What follows belongs to an exercise in optimizing a design on an open flow for small area; a production flow would make more cautious choices.
The RTL was checked by simulation tests, not by an equivalence proof against the original design.

==> flow/design.v (outline; a module is shown in full before it is edited, if it fits) <==
// module cordic_pipeline: 4139 lines
module cordic_pipeline(clk, x0, y0, z0, out_x, out_y, out_z);
  // ...
==> flow/flow/run.sh <==
#!/bin/bash
# Own layout flow: the standard synthesis, then a netlist clean-up that pushes inverters
# through full adders and xor/xnor cells (flow/invopt.py; registers and ports untouched),
# then the standard layout with smaller port buffers.
set -euo pipefail
R=orfs/results/${FLOW_PLATFORM}/cordic_pipeline/base
bash standard.sh synth > synth.log 2>&1
cp $R/1_2_yosys.v synth_netlist.v
python3 flow/invopt.py synth_netlist.v $R/1_2_yosys.v > invopt.log 2>&1
rm -f $R/1_synth.odb $R/1_synth.sdc
bash standard.sh BUFFER_PORTS_ARGS="-buffer_cell sky130_fd_sc_hd__buf_2" finish > layout.log 2>&1
==> flow/flow/invopt.py <==
#!/usr/bin/env python3
"""Inverter clean-up after synthesis. Full adders, majority gates, buffers and muxes are
self-dual and nand/nor, and/or, aoi/oai pairs are De Morgan duals, so complementing all
(data) inputs and the output of such a cell keeps its function (the cell type changes to its
dual). xor/xnor cells take either input polarity by swapping type. This pass chooses which
cells to complement so that as few inverters as possible are needed; registers, half adders and
ports are left as they are. usage: invopt2.py IN.v OUT.v"""
import re, sys, random, collections

LIB = '/OpenROAD-flow-scripts/flow/platforms/sky130hd/lib/sky130_fd_sc_hd__tt_025C_1v80.lib'
import os
if 'FLOW_HOME' in os.environ:
    LIB = os.path.join(os.environ['FLOW_HOME'], 'platforms/sky130hd/lib/sky130_fd_sc_hd__tt_025C_1v80.lib')
libtxt = open(LIB).read()
AREA = {}
for m in re.finditer(r'cell\s*\(\s*"?(\w+)"?\s*\)\s*\{(.*?)area\s*:\s*([\d.]+)', libtxt, re.S):
    AREA[m.group(1)] = float(m.group(3))
DONT = set()
PFX = 'sky130_fd_sc_hd__'
PAIRS = [('nand2', 'nor2'), ('nand3', 'nor3'), ('nand4', 'nor4'), ('and2', 'or2'), ('and3', 'or3'),
         ('and4', 'or4'), ('a21oi', 'o21ai'), ('a21o', 'o21a'), ('a31oi', 'o31ai'), ('a31o', 'o31a'),
         ('a22oi', 'o22ai'), ('a22o', 'o22a'), ('a211oi', 'o211ai'), ('a211o', 'o211a'),
         ('a41oi', 'o41ai'), ('a41o', 'o41a'), ('a221oi', 'o221ai'), ('a311oi', 'o311ai'),
         ('a2111oi', 'o2111ai'), ('a32oi', 'o32ai'), ('a32o', 'o32a')]
DUAL = {}
for a, b in PAIRS:
    DUAL[a] = b; DUAL[b] = a
for s in ('fa', 'maj3', 'buf', 'mux2', 'mux2i'):
    DUAL[s] = s
DATA_ONLY = {'mux2': {'A0', 'A1'}, 'mux2i': {'A0', 'A1'}}

def split(t):
    m = re.fullmatch(PFX + r'([a-z0-9]+?)_(\d+)', t)
    return (m.group(1), m.group(2)) if m else (None, None)

def dual_type(t):
    base, drv = split(t)
    if base not in DUAL: return None
    d = DUAL[base]
    cand = [c for c in AREA if split(c)[0] == d]
    if not cand: return None
    same = PFX + d + '_' + drv
    if same in AREA: return same
    # closest area
    return min(cand, key=lambda c: abs(AREA[c] - AREA[t]))

src = open(sys.argv[1]).read()
cell_re = re.compile(r'\n  (sky130_fd_sc_hd__\w+)\s+(\S+)\s*\((.*?)\);', re.S)
OUTPINS = {'X', 'Y', 'Q', 'Q_N', 'SUM', 'COUT', 'HI', 'LO'}
cells = []
for mm in cell_re.finditer(src):
    typ, name, body = mm.group(1), mm.group(2), mm.group(3)
    pins = [(p, n.strip()) for p, n in re.findall(r'\.(\w+)\(([^()]*)\)', body)]
    cells.append([typ, name, pins, mm.start(), mm.end()])
ports_in = set(); ports_out = set()
for kind, rng, names in re.findall(r'\n  (input|output)\s+(\[\d+:\d+\])?\s*([^;]+);', src):
    for nm in names.split(','):
        nm = nm.strip()
        if rng:
            hi, lo = map(int, rng[1:-1].split(':'))
            for i in range(min(hi, lo), max(hi, lo) + 1):
                (ports_in if kind == 'input' else ports_out).add('%s[%d]' % (nm, i))
        else:
            (ports_in if kind == 'input' else ports_out).add(nm)

def is_inv(t): return re.fullmatch(PFX + r'(clk)?inv_\d+', t) is not None
def is_xor(t): return re.fullmatch(PFX + r'x(n)?or2_\d+', t) is not None
def flippable(t): return dual_type(t) is not None

drv = {}
for ci, (typ, name, pins, a, b) in enumerate(cells):
    for p, n in pins:
        if p in OUTPINS: drv[n] = (ci, p)

def root(n):
    pol = 0; seen = 0
    while n in drv and is_inv(cells[drv[n][0]][0]) and seen < 50:
        ci = drv[n][0]
        n = dict(cells[ci][2])['A']; pol ^= 1; seen += 1
    return n, pol

frozen_roots = set()
for ci, c in enumerate(cells):
    if is_inv(c[0]):
        pins = dict(c[2])
        if pins['A'] in ports_in or pins['Y'] in ports_out:
            frozen_roots.add(root(pins['A'])[0])
for p in ports_out:
    frozen_roots.add(root(p)[0])

def data_pin(ci, p):
    base = split(cells[ci][0])[0]
    if base in DATA_ONLY: return p in DATA_ONLY[base]
    return True

cons = collections.defaultdict(list)
for ci, c in enumerate(cells):
    if is_inv(c[0]): continue
    for p, n in c[2]:
        if p in OUTPINS or n.startswith("1'"): continue
        r, pol = root(n)
        if is_xor(c[0]): continue
        cons[r].append((ci, p, pol))
for p in ports_out:
    r, pol = root(p)
    cons[r].append((-1, p, pol))
producer = {}
for ci, c in enumerate(cells):
    if is_inv(c[0]): continue
    for p, n in c[2]:
        if p in OUTPINS: producer[n] = ci
flip = [0] * len(cells)

def sig_cost(r):
    if r in frozen_roots: return 0
    pi = flip[producer[r]] if r in producer else 0
    for ci, p, pol in cons[r]:
        need = pol
        if ci >= 0 and flip[ci] and data_pin(ci, p): need ^= 1
        if need != pi: return 1
    return 0

def area_delta(ci):
    t = cells[ci][0]
    if is_xor(t): return 0.0
    d = dual_type(t)
    return (AREA[d] - AREA[t]) / 3.75 if flip[ci] else 0.0

def cell_sigs(ci):
    s = set()
    for p, n in cells[ci][2]:
        if n.startswith("1'"): continue
        if is_xor(cells[ci][0]) and p not in OUTPINS: continue
        s.add(root(n)[0])
    return s

cands = [ci for ci, c in enumerate(cells) if (flippable(c[0]) or is_xor(c[0])) and not is_inv(c[0])]
# cells with constant inputs are not flipped
cands = [ci for ci in cands if not any(n.startswith("1'") for p, n in cells[ci][2])]
sigs = {ci: cell_sigs(ci) for ci in cands}
movable = [ci for ci in cands if not (sigs[ci] & frozen_roots)]
allroots = set(cons) | set(producer)
def total():
    return sum(sig_cost(r) for r in allroots) + sum(area_delta(ci) for ci in movable)
before = total()
def try_group(g):
    ss = set()
    for ci in g: ss |= sigs[ci]
    c0 = sum(sig_cost(r) for r in ss) + sum(area_delta(ci) for ci in g)
    for ci in g: flip[ci] ^= 1
    c1 = sum(sig_cost(r) for r in ss) + sum(area_delta(ci) for ci in g)
    if c1 < c0 - 1e-9: return True
    for ci in g: flip[ci] ^= 1
    return False
# neighbours for pair moves
nbr = collections.defaultdict(set)
mset = set(movable)
for ci in movable:
    for r in sigs[ci]:
        if r in producer and producer[r] in mset and producer[r] != ci: nbr[ci].add(producer[r])
        for cj, p, pol in cons[r]:
            if cj in mset and cj != ci: nbr[ci].add(cj)
random.seed(1)
for it in range(30):
    changed = False
    order = movable[:]; random.shuffle(order)
    for ci in order:
        if try_group([ci]): changed = True
    for ci in order:
        for cj in nbr[ci]:
            if try_group([ci, cj]): changed = True
    if not changed: break
after = total()
pass

newcells = []; newwires = []; net_for = {}; cnt = 0
def get_net(r, pol):
    global cnt
    pi = flip[producer[r]] if r in producer else 0
    if pol == pi: return r
    key = (r, pol)
    if key not in net_for:
        cnt += 1
        nn = 'invopt_n%d' % cnt
        newwires.append(nn)
        newcells.append('  sky130_fd_sc_hd__inv_1 invopt_i%d (\n    .A(%s),\n    .Y(%s)\n  );' % (cnt, r, nn))
        net_for[key] = nn
    return net_for[key]

keep_inv = set()
for ci, c in enumerate(cells):
    if is_inv(c[0]):
        pins = dict(c[2])
        if root(pins['A'])[0] in frozen_roots: keep_inv.add(ci)
out = []; pos = 0
for ci, c in enumerate(cells):
    typ, name, pins, a, b = c
    out.append(src[pos:a]); pos = b
    if is_inv(typ) and ci not in keep_inv: continue
    if is_inv(typ): out.append(src[a:b]); continue
    fl = flip[ci]
    newpins = []
    if is_xor(typ):
        par = fl
        for p, n in pins:
            if p in OUTPINS or n.startswith("1'") or root(n)[0] in frozen_roots:
                newpins.append((p, n)); continue
            r, pol = root(n)
            pi = flip[producer[r]] if r in producer else 0
            newpins.append((p, get_net(r, pi)))
            par ^= pi ^ pol
        if par:
            if 'xnor2' in typ:
                typ = typ.replace('xnor2', 'xor2'); newpins = [('X' if p == 'Y' else p, n) for p, n in newpins]
            else:
                typ = typ.replace('xor2', 'xnor2'); newpins = [('Y' if p == 'X' else p, n) for p, n in newpins]
    else:
        for p, n in pins:
            if p in OUTPINS or n.startswith("1'") or root(n)[0] in frozen_roots:
                newpins.append((p, n)); continue
            r, pol = root(n)
            inv = fl and data_pin(ci, p)
            newpins.append((p, get_net(r, pol ^ inv)))
        if fl:
            typ = dual_type(typ)
    body = ',\n'.join('    .%s(%s)' % (p, n) for p, n in newpins)
    out.append('\n  %s %s (\n%s\n  );' % (typ, name, body))
out.append(src[pos:])
res = ''.join(out)
decl = ''.join('  wire %s;\n' % w for w in newwires)
ins = res.index(';\n', res.index('module')) + 2
res = res[:ins] + decl + res[ins:]
endm = res.rindex('endmodule')
res = res[:endm] + '\n'.join(newcells) + '\n' + res[endm:]
open(sys.argv[2], 'w').write(res)
==> flow/standard.sh <==
#!/bin/bash
# synth_recipe.tcl (not shown) runs the flow's synth.tcl, then flattens the netlist and writes it again
# the make line also repeats each setting of config.mk as NAME=value (left out here)
make -C /OpenROAD-flow-scripts/flow DESIGN_CONFIG=/design/flow/config.mk WORK_HOME=/design/flow/orfs CLKGATE_MAP_FILE= SYNTH_SCRIPT=/design/flow/synth_recipe.tcl "${@:-finish}"
==> flow/config.mk <==
export PLATFORM = sky130hd
export DESIGN_NAME = cordic_pipeline
export DESIGN_NICKNAME = cordic_pipeline
export VERILOG_FILES = /design/flow/design.v
export SDC_FILE = /design/flow/constraint.sdc
export NUM_CORES = 4
export LEC_CHECK = 0
export CAP_MARGIN = 20
export CORE_MARGIN = 2
export CORE_UTILIZATION = 70
export CTS_BUF_LIST = sky130_fd_sc_hd__clkbuf_8
export CTS_CLUSTER_DIAMETER = 60
export CTS_CLUSTER_SIZE = 20
export PLACE_DENSITY = 0.8
export SLEW_MARGIN = 20
==> flow/constraint.sdc <==
create_clock -name core_clock -period 4.0 [get_ports {clk}]
set_input_delay 0.8000 -clock core_clock [delete_from_list [all_inputs] [get_ports {clk}]]
set_output_delay 0.8000 -clock core_clock [all_outputs]
set_load 0.01 [all_outputs]
==> summary.md, run 1 <==
| Metric | Value |
|---|---|
| Post-Route Skew | `0.02094 ns` |
| Final worst slack | `0.07929 ns` |
| Final hold vios | `0` |
| Fill count | `2334` |
| Remaining DRCs | `0` |
| CTS tree | `built` |
| Worst R2R Setup Slack | `0.13 ns` |
| Critical R2R Capture | `x0_s_260_r1` |
| Post-detailed-route count of antenna-violating nets | `0` |
| Area growth syn-to-layout | `6.352%` |
| DRT met1 WL | `12.59 mm` |
| Sink Count | `592` |
| # Taps | `461` |
| Final net count | `2503` |
| Routed WL | `36.19 mm` |
| Vias in the first global route | `13920` |
| Status | `no timing/DRC/antenna violations` |
| Largest net degree at the start of global routing | `24` |
| HP Class | `input port to register` |
| Die area | `37750 um^2` |
==> inputs of run 2 (changes only) <==
--- a/flow/flow/run.sh
+++ b/flow/flow/run.sh
@@ -9,3 +9,3 @@
 python3 flow/invopt.py synth_netlist.v $R/1_2_yosys.v > invopt.log 2>&1
 rm -f $R/1_synth.odb $R/1_synth.sdc
-bash standard.sh BUFFER_PORTS_ARGS="-buffer_cell sky130_fd_sc_hd__buf_2" finish > layout.log 2>&1
+bash standard.sh BUFFER_PORTS_ARGS="-buffer_cell sky130_fd_sc_hd__buf_1" finish > layout.log 2>&1
==> summary.md, run 2 <==
| Metric | Value |
|---|---|
| CP arrival | `3.18 ns` |
| Startpoint Class | `register` |
| Hold path depth | `1` |
| Place WS | `-0.1736 ns` |
| Fill count | `2325 (-0.39%)` |
| Multi-input logic area | `12500 um^2` |
| Core footprint | `35660 um^2` |
| Sequential standard cell area | `11860 um^2` |
| Most frequent cells in the layout | `dfxtp_1 (586), xor2_1 (250), fa_1 (244), xnor2_1 (182), inv_1 (165)` |
| Vias | `12880` |
| Worst EP required | `3.20 ns` |
| Final net count | `2503 (unchanged)` |
| Die Ht | `194.3 um` |
| Final hold vios | `0 (unchanged)` |
| Period utilization | `99.50%` |
| CP Capture Type | `output port` |
| Worst-Margin Slew | `0.6947 ns` |
| Slew Limit Fails | `0` |
| Critical R2R Capture | `y9_q_1338_r1` |
| Ratio of cells with drive above 1 in the final layout | `6.226%` |
| Sink Count | `592 (unchanged)` |
| Slowest cell on crit path | `or4_4` |
| CTS Hold Bufs | `0` |
| Routed WL | `36.21 mm (about the same)` |
| PortBufs | `96` |
| Vias in the first global route | `13940 (+0.086%)` |
| Clock root buffer | `clkbuf_8` |
| Relative slew slack | `53.35%` |
| HP Class | `input port to register` |
| R2R Path Start | `zs_208_r1` |
| RSZ-0062 raised after global routing | `true` |
| Hold endpoint | `x0_5_r1` |
| Status | `no timing/DRC/antenna violations` |
| Max Fclk | `0.2513 GHz` |
| CTS tree | `built` |
| Critical path's largest stage delay | `0.48 ns` |
| IO Count | `97` |
| Routed len/inst | `14.12 um` |
| Die X | `194.3 um` |
| GPL Wtd Cong | `0.9348` |
| Area growth syn-to-layout | `6.115%` |
| Crit-path leading delay family | `simple AND/OR/NAND/NOR gates` |
| Antenna violations before repair | `0` |
| Post-synthesis cell count | `2008` |
| Vias per std cell | `5.019` |
| Max-cap violations | `0` |
| R2R cell count | `12` |
| Initial DRC count | `326` |
| HP Start | `x0[5]` |
| Max Root-Sink Buffers | `3` |
| Synth warn | `1` |
| Syn nets | `2427` |
| # rows | `69` |
| Count of final setup violators | `0` |
| WS Path Type | `register to output port` |
| Largest net degree at the start of global routing | `24 (unchanged)` |
| Tmin final | `3.980 ns` |
| Buf/Inv on CP | `2` |
| Mapped cell area | `25350 um^2` |
| Remaining DRCs | `0 (unchanged)` |
| Clock Latency Late Sink | `0.61 ns` |
| Post-DP HPWL | `29.40 mm` |
| First-pass detailed-route iteration total | `23` |
| First-pass GRT wire length | `61.31 mm` |
| Global route overflow | `0` |
| Crit path max fanout | `4` |
| Most common cell after layout, fill and taps aside | `dfxtp_1` |
| Global-route usage over all layers | `20.22%` |
| Die area | `37750 um^2 (unchanged)` |
| Post-Route Skew | `0.02385 ns (+0.002906 ns)` |
| Worst-path cell chain | `xor2_4 > fa_2 > inv_2 > ha_4 > or4b_4 > or4_4 > nor4_4 > a41oi_1 > xnor2_1 > buf_2` |
| Worst R2R Setup Slack | `0.17 ns (+0.04 ns)` |
| Clock-pin slew on the worst setup and hold paths | `0.11 ns` |
| Post-detailed-route count of antenna-violating nets | `0 (unchanged)` |
| Final worst slack | `0.01998 ns (-0.05932 ns)` |
| H-tree depth | `2` |
| Setup TNS | `0 ns` |
| N_diodes | `0` |
| Syn Area/Cell | `12.63 um^2` |
| Starting Density | `71.10%` |
| Num CTS Buffers | `39` |
## run 2: timing repair
item / in CTS / in global routing
endpoints found under the hold margin: 0 / 0
gates resized for setup: 18 / 17
setup endpoints to repair: 8 / 18
pin swaps: 3 / 2
buffers inserted: 2 / 1
## run 2: metrics by stage
stage	std cells	util [%]	hold WS, ns	instance area, um^2
after global placement	2501	72.82	0.3098	25960
after floorplan	2008	-	0.3096	25370
final	2565	75.45	0.2675	26900
after CTS	2564	75.23	0.1997	26820
after detailed placement	2501	72.82	0.3121	25960
after global routing	2565	75.45	0.2121	26900
## run 2: metal layers
metal / track usage, % / part of all wire [%] / up-vias / wire length [um]
met2: 42.38 / 58 / 207 / 20990
li1: - / - / 6392 / -
met3: 3.540 / 3.0 / 97 / 1072
met5: 0 / 0 / - / 0
met4: 9.060 / 4.5 / 0 / 1623
met1: 18.42 / 35 / 6179 / 12530
## run 2: cell type report
class	count	share of cell area, %
clock buffers	44	2.251
clock inverters	17	0.6325
inverters	162	2.260
multi-input cells	1164	46.45
flip-flops and latches	592	44.09
well taps	461	2.144
repair buffers	125	2.167
## run 2: worst max-delay path by stage
stage                   endpoint  depth (start not counted)  startpoint  slack, ns
floorplan           y9_q_1338_r1                         13   zs_208_r1      -0.05
global placement    y9_q_1338_r1                         12   zs_208_r1      -0.11
detailed placement  y9_q_1338_r1                         12   zs_208_r1      -0.17
CTS                    out_y[15]                         10  z9i_218_r2      -0.06
global route           out_y[14]                         10  z9i_218_r2      -0.18
finish                 out_y[15]                         10  z9i_218_r2       0.02
==> inputs of run 3 (changes only) <==
--- a/flow/flow/run.sh
+++ b/flow/flow/run.sh
@@ -9,3 +9,3 @@
 python3 flow/invopt.py synth_netlist.v $R/1_2_yosys.v > invopt.log 2>&1
 rm -f $R/1_synth.odb $R/1_synth.sdc
-bash standard.sh BUFFER_PORTS_ARGS="-buffer_cell sky130_fd_sc_hd__buf_1" finish > layout.log 2>&1
+bash standard.sh BUFFER_PORTS_ARGS="-buffer_cell sky130_fd_sc_hd__buf_2" finish > layout.log 2>&1
==> flow/flow/invopt.py (replaced) <==
#!/usr/bin/env python3
"""Push inverters through full adders (a full adder is self-dual: inverting all three inputs
inverts both outputs) to remove inverters that synthesis left around sky130 fa cells.
Registers, ports and every other cell are kept as they are. usage: invopt.py IN.v OUT.v"""
import re, sys, random, collections

src = open(sys.argv[1]).read()
m = re.search(r'\bmodule\b.*?;\n', src, re.S)
cell_re = re.compile(r'\n  (sky130_fd_sc_hd__\w+)\s+(\S+)\s*\((.*?)\);', re.S)
OUTPINS = {'X', 'Y', 'Q', 'Q_N', 'SUM', 'COUT', 'HI', 'LO'}
cells = []
for mm in cell_re.finditer(src):
    typ, name, body = mm.group(1), mm.group(2), mm.group(3)
    pins = [(p, n.strip()) for p, n in re.findall(r'\.(\w+)\(([^()]*)\)', body)]
    cells.append([typ, name, pins, mm.start(), mm.end()])
ports_in = set(); ports_out = set()
for kind, rng, names in re.findall(r'\n  (input|output)\s+(\[\d+:\d+\])?\s*([^;]+);', src):
    for nm in names.split(','):
        nm = nm.strip()
        if rng:
            hi, lo = map(int, rng[1:-1].split(':'))
            for i in range(min(hi, lo), max(hi, lo) + 1):
                (ports_in if kind == 'input' else ports_out).add('%s[%d]' % (nm, i))
        else:
            (ports_in if kind == 'input' else ports_out).add(nm)

def is_inv(t): return re.fullmatch(r'sky130_fd_sc_hd__inv_\d+', t) is not None
def is_fa(t): return re.fullmatch(r'sky130_fd_sc_hd__fa_\d+', t) is not None
def is_xor(t): return re.fullmatch(r'sky130_fd_sc_hd__x(n)?or2_\d+', t) is not None

drv = {}
loads = collections.defaultdict(list)   # net -> [(cell idx, pin)]
for ci, (typ, name, pins, a, b) in enumerate(cells):
    for p, n in pins:
        if p in OUTPINS: drv[n] = (ci, p)
        else: loads[n].append((ci, p))

def root(n):
    """(root net, polarity) following inverters back to a non-inverter driver."""
    pol = 0
    seen = 0
    while n in drv and is_inv(cells[drv[n][0]][0]) and seen < 50:
        ci = drv[n][0]
        n = dict(cells[ci][2])['A']; pol ^= 1; seen += 1
    return n, pol

# nets touching ports are left alone
frozen_roots = set()
for ci, c in enumerate(cells):
    if is_inv(c[0]):
        pins = dict(c[2])
        if pins['A'] in ports_in or pins['Y'] in ports_out:
            frozen_roots.add(root(pins['A'])[0])
for p in ports_out:
    frozen_roots.add(root(p)[0])

import os
MODE = os.environ.get('INVOPT', 'fx')
fas = [ci for ci, c in enumerate(cells) if (is_fa(c[0]) and 'f' in MODE) or (is_xor(c[0]) and 'x' in MODE)]
fa_index = {ci: i for i, ci in enumerate(fas)}
# consumers per root: list of (cell idx, pin, needed polarity relative to root)
cons = collections.defaultdict(list)
for ci, c in enumerate(cells):
    if is_inv(c[0]): continue
    for p, n in c[2]:
        if p in OUTPINS: continue
        if n in ('1\'h0', '1\'h1') or n.startswith("1'"): continue
        r, pol = root(n)
        if is_xor(c[0]): continue          # xor/xnor inputs take either polarity
        cons[r].append((ci, p, pol))
for p in ports_out:
    r, pol = root(p)
    cons[r].append((-1, p, pol))
producer = {}
for ci, c in enumerate(cells):
    if is_inv(c[0]): continue
    for p, n in c[2]:
        if p in OUTPINS: producer[n] = ci
flip = [0] * len(cells)

def sig_cost(r):
    if r in frozen_roots: return 0
    pi = flip[producer[r]] if r in producer else 0
    for ci, p, pol in cons[r]:
        need = pol ^ (flip[ci] if ci >= 0 else 0)
        if need != pi: return 1
    return 0

def fa_sigs(ci):
    s = set()
    for p, n in cells[ci][2]:
        if is_xor(cells[ci][0]) and p not in OUTPINS: continue
        s.add(root(n)[0])
    return s

cache_sigs = {ci: fa_sigs(ci) for ci in fas}
movable = [ci for ci in fas if not (cache_sigs[ci] & frozen_roots)]
allroots = set(cons) | set(producer)
before = sum(sig_cost(r) for r in allroots)
random.seed(1)
improved = True; rounds = 0
while improved and rounds < 50:
    improved = False; rounds += 1
    order = movable[:]; random.shuffle(order)
    for ci in order:
        sigs = cache_sigs[ci]
        c0 = sum(sig_cost(r) for r in sigs)
        flip[ci] ^= 1
        c1 = sum(sig_cost(r) for r in sigs)
        if c1 < c0: improved = True
        else: flip[ci] ^= 1
# group moves: runs of adders joined by their carries
carry_next = {}
for ci in movable:
    if not is_fa(cells[ci][0]): continue
    co = dict(cells[ci][2]).get('COUT')
    if co is None: continue
    for cj in movable:
        pass
fa_by_cin_root = collections.defaultdict(list)
for ci in movable:
    if is_fa(cells[ci][0]):
        fa_by_cin_root[root(dict(cells[ci][2])['CIN'])[0]].append(ci)
for ci in movable:
    if is_fa(cells[ci][0]):
        co = dict(cells[ci][2])['COUT']
        nx = fa_by_cin_root.get(co, [])
        if len(nx) == 1: carry_next[ci] = nx[0]
def try_group(g):
    sigs = set()
    for ci in g: sigs |= cache_sigs[ci]
    c0 = sum(sig_cost(r) for r in sigs)
    for ci in g: flip[ci] ^= 1
    c1 = sum(sig_cost(r) for r in sigs)
    if c1 < c0: return True
    for ci in g: flip[ci] ^= 1
    return False
for it in range(20):
    changed = False
    for ci in movable:
        g = [ci]
        while g[-1] in carry_next and len(g) < 16:
            g.append(carry_next[g[-1]])
            if try_group(g): changed = True
    order = movable[:]; random.shuffle(order)
    for ci in order:
        if try_group([ci]): changed = True
    if not changed: break
after = sum(sig_cost(r) for r in allroots)
print('inverters needed: before %d after %d (flipped %d of %d adders)' % (before, after, sum(flip), len(fas)),
      file=sys.stderr)

# ---- rewrite: every root gets its producer net (polarity pi) and, if needed, one inverter
newcells = []
newwires = []
net_for = {}   # (root, polarity) -> net name
cnt = 0
def get_net(r, pol):
    global cnt
    pi = flip[producer[r]] if r in producer else 0
    if pol == pi: return r
    key = (r, pol)
    if key not in net_for:
        cnt += 1
        nn = 'invopt_n%d' % cnt
        newwires.append(nn)
        newcells.append('  sky130_fd_sc_hd__inv_1 invopt_i%d (\n    .A(%s),\n    .Y(%s)\n  );' % (cnt, r, nn))
        net_for[key] = nn
    return net_for[key]

out = []
pos = 0
keep_inv = set()
# inverters feeding ports or fed by ports, or on frozen roots, are kept
for ci, c in enumerate(cells):
    if is_inv(c[0]):
        pins = dict(c[2])
        if root(pins['A'])[0] in frozen_roots: keep_inv.add(ci)
for ci, c in enumerate(cells):
    typ, name, pins, a, b = c
    out.append(src[pos:a]); pos = b
    if is_inv(typ) and ci not in keep_inv:
        continue
    if is_inv(typ):
        out.append(src[a:b]); continue
    fl = flip[ci]
    newpins = []
    if is_xor(typ):
        par = fl
        for p, n in pins:
            if p in OUTPINS or n.startswith("1'") or root(n)[0] in frozen_roots:
                newpins.append((p, n)); continue
            r, pol = root(n)
            pi = flip[producer[r]] if r in producer else 0
            newpins.append((p, get_net(r, pi)))
            par ^= pi ^ pol
        if par:
            if 'xnor2' in typ:
                typ = typ.replace('xnor2', 'xor2')
                newpins = [('X' if p == 'Y' else p, n) for p, n in newpins]
            else:
                typ = typ.replace('xor2', 'xnor2')
                newpins = [('Y' if p == 'X' else p, n) for p, n in newpins]
    else:
      for p, n in pins:
        if p in OUTPINS or n.startswith("1'") or root(n)[0] in frozen_roots:
            newpins.append((p, n)); continue
        r, pol = root(n)
        newpins.append((p, get_net(r, pol ^ fl)))
    body = ',\n'.join('    .%s(%s)' % (p, n) for p, n in newpins)
    out.append('\n  %s %s (\n%s\n  );' % (typ, name, body))
out.append(src[pos:])
res = ''.join(out)
decl = ''.join('  wire %s;\n' % w for w in newwires)
ins = res.index(';\n', res.index('module')) + 2
res = res[:ins] + decl + res[ins:]
endm = res.rindex('endmodule')
res = res[:endm] + '\n'.join(newcells) + '\n' + res[endm:]
open(sys.argv[2], 'w').write(res)
==> summary.md, run 3 <==
| Metric | Value |
|---|---|
| Critical path's largest stage delay | `0.48 ns (about the same)` |
| Vias in the first global route | `14080 (+1.0%)` |
| Slowest cell on crit path | `or4_4` |
| Worst R2R Setup Slack | `0.15 ns (-0.02 ns)` |
| Crit path depth | `10 (unchanged)` |
| Mapped cell area | `25410 um^2 (+0.23%)` |
| Worst-Margin Slew | `0.7364 ns (+0.04169 ns)` |
| Clock Latency Late Sink | `0.59 ns (-0.02 ns)` |
| Hold path depth | `1 (unchanged)` |
| Setup TNS | `0 ns (unchanged)` |
| Post-synthesis cell count | `2023 (+0.75%)` |
| Initial DRC count | `279 (-14%)` |
| Min Hold Slack | `0.3030 ns (+0.03548 ns)` |
| Count of final setup violators | `0 (unchanged)` |
| Status | `no timing/DRC/antenna violations` |
| Clock-pin slew on the worst setup and hold paths | `0.10 ns (about the same)` |
| # rows | `69 (unchanged)` |
| Num CTS Buffers | `40 (+2.6%)` |
| Relative slew slack | `50.55% (-2.8 points)` |
| Buf/Inv on CP | `2 (unchanged)` |
| Max-cap violations | `0 (unchanged)` |
| Global route overflow | `0 (unchanged)` |
| Core footprint | `35660 um^2 (unchanged)` |
| Final net count | `2523 (+0.80%)` |
| R2R cell count | `9 (-3)` |
| CTS tree | `built` |
| Slew Limit Fails | `0 (unchanged)` |
| Die Ht | `194.5 um (+0.11%)` |
| Worst EP required | `3.20 ns (about the same)` |
| CP Capture Type | `output port` |
| First-pass GRT wire length | `62.30 mm (+1.6%)` |
| Critical R2R Capture | `y0_s_307_r1` |
| Fill count | `2315 (-0.43%)` |
| R2R Path Start | `x0_5_r1` |
| Crit-path leading delay family | `simple AND/OR/NAND/NOR gates` |
| Syn Area/Cell | `12.56 um^2 (-0.52%)` |
| Most frequent cells in the layout | `dfxtp_1 (588), xor2_1 (247), fa_1 (244), xnor2_1 (185), inv_1 (178)` |
| N_diodes | `0 (unchanged)` |
| Tmin final | `3.906 ns (-0.07400 ns)` |
| Vias | `12850 (-0.19%)` |
| First-pass detailed-route iteration total | `6 (-74%)` |
| Remaining DRCs | `0 (unchanged)` |
| PortBufs | `96 (unchanged)` |
| Max Root-Sink Buffers | `3 (unchanged)` |
| HP Class | `input port to register` |
| Period utilization | `97.65% (-1.9 points)` |
| Post-Route Skew | `0.01791 ns (-0.005937 ns)` |
| Clock root buffer | `clkbuf_8` |
| CP arrival | `3.11 ns (-0.07 ns)` |
| Worst-path cell chain | `xor2_2 > fa_2 > inv_2 > ha_4 > or4b_4 > or4_4 > nor3_1 > a31oi_1 > xnor2_1 > buf_2` |
| Synth warn | `1 (unchanged)` |
| Crit path max fanout | `4 (unchanged)` |
| WS Path Type | `register to output port` |
| Ratio of cells with drive above 1 in the final layout | `10.56% (+4.3 points)` |
| Routed len/inst | `14.21 um (+0.68%)` |
| Die area | `37840 um^2 (+0.23%)` |
| Syn nets | `2442 (+0.62%)` |
| Most common cell after layout, fill and taps aside | `dfxtp_1` |
| Placed insts | `2518 (+0.68%)` |
| GPL Wtd Cong | `0.8598 (-8.0%)` |
| Starting Density | `71.26% (+0.16 points)` |
| Area growth syn-to-layout | `6.623%` |
| Startpoint Class | `register` |
| Antenna violations before repair | `0 (unchanged)` |
| Setup crit start | `x9_q_1287_r1` |
| Post-DP HPWL | `29.75 mm (+1.2%)` |
| Die X | `194.5 um (+0.11%)` |
| Final Non-Filler Cells | `2583 (+0.70%)` |
| Routed WL | `36.71 mm (+1.4%)` |
| H-tree depth | `2 (unchanged)` |
| Global-route usage over all layers | `20.38% (+0.16 points)` |
| Max Fclk | `0.2560 GHz (+1.9%)` |
| Vias per std cell | `4.975 (-0.89%)` |
| Largest net degree at the start of global routing | `24 (unchanged)` |
| Critical Path End | `out_y[14]` |
| IO Count | `97 (unchanged)` |
| RSZ-0062 raised after global routing | `true` |
| Post-detailed-route count of antenna-violating nets | `0 (unchanged)` |
| Final hold vios | `0 (unchanged)` |
| Sink Count | `592 (unchanged)` |
## run 3: worst reg2reg max path, cell delays in order (launching register included)
cell,delay [ns]
dfxtp_1,0.35
xor2_1,0.16
fa_1,0.40
fa_1,0.40
fa_1,0.39
fa_1,0.40
fa_1,0.41
fa_1,0.40
fa_1,0.40
fa_1,0.43
## run 3: layer usage
layer / vias to the layer above / wire (um) / part of all wire [%] / global-route usage (%)
met4: 0 / 1626 / 4.4 / 8.860
li1: 6433 / - / - / -
met2: 184 / 21350 / 58 / 42.81
met3: 96 / 1049 / 2.9 / 2.950
met1: 6137 / 12690 / 35 / 18.94
met5: - / 0 / 0 / 0
## run 3: per-stage QoR
step           cell area, um^2  setup WS (ns)  utilization, %
3_3_place_gp             26160        -0.1149           73.36
2_1_floorplan            25420       -0.05064               -
6_report                 27090        0.09398           75.98
3_5_place_dp             26160        -0.1686           73.36
5_1_grt                  27090       -0.09746           75.98
4_1_cts                  27030        0.01162           75.82
## run 3: final cells by class
type | instances | area [um^2] | share of cell area [%]
multi-input cells | 1164 | 12460 | 46.01
repair buffers | 129 | 728.2 | 2.688
well taps | 461 | 576.8 | 2.129
clock inverters | 17 | 210.2 | 0.7759
flip-flops and latches | 592 | 11860 | 43.76
clock buffers | 43 | 591.8 | 2.184
inverters | 177 | 664.4 | 2.452
## run 3: worst min path at each step
| stage | from | endpoint | slack, ns |
|---|---|---|---|
| 6_report | y0[6] | y0_6_r1 | 0.30 |
| 5_1_grt | y0[5] | y0_5_r1 | 0.27 |
| 4_1_cts | y0[5] | y0_5_r1 | 0.25 |
| 3_5_place_dp | x0_15_r1 | x0_15_r2 | 0.31 |
| 3_3_place_gp | y0_15_r1 | y0_15_r2 | 0.31 |
| 2_1_floorplan | x0_13_r1 | x0_13_r2 | 0.31 |
## run 3: what timing repair did
item | CTS | global route
setup buffers | 4 | 1
endpoints found under the setup margin | 7 | 11
resized for setup | 10 | 13
hold buffers | 0 | 0

==> static timing again, ports no longer ideal <==
The flow's constraints put no driver on any port. The routed layouts listed below were extracted and timed again, unchanged, in two steps. Step 1: set_driving_cell puts a clkbuf_16 on clk and a buf_2 on each other input, an assumption about the parent block. Step 2 also shifts input and output timing later by t, the mid clock arrival at the registers, as if the neighbouring blocks saw the same clock. Three values: ideal ports, drivers, drivers and shift; two values: the first two.
run | t (ns) | setup slack, ns | worst register clock-pin slew, ns | worst slew at a driven data input, ns | pins driven straight from the clock port
run 1 | 0.641 | 0.079 / 0.030 / 0.135 | 0.11 / 0.11 | 0.04 | 1
run 2 | 0.649 | 0.020 / -0.028 / 0.170 | 0.11 / 0.11 | 0.04 | 1
run 3 | 0.631 | 0.094 / 0.043 / 0.148 | 0.11 / 0.11 | 0.04 | 1
After both steps every run listed still meets setup and hold.
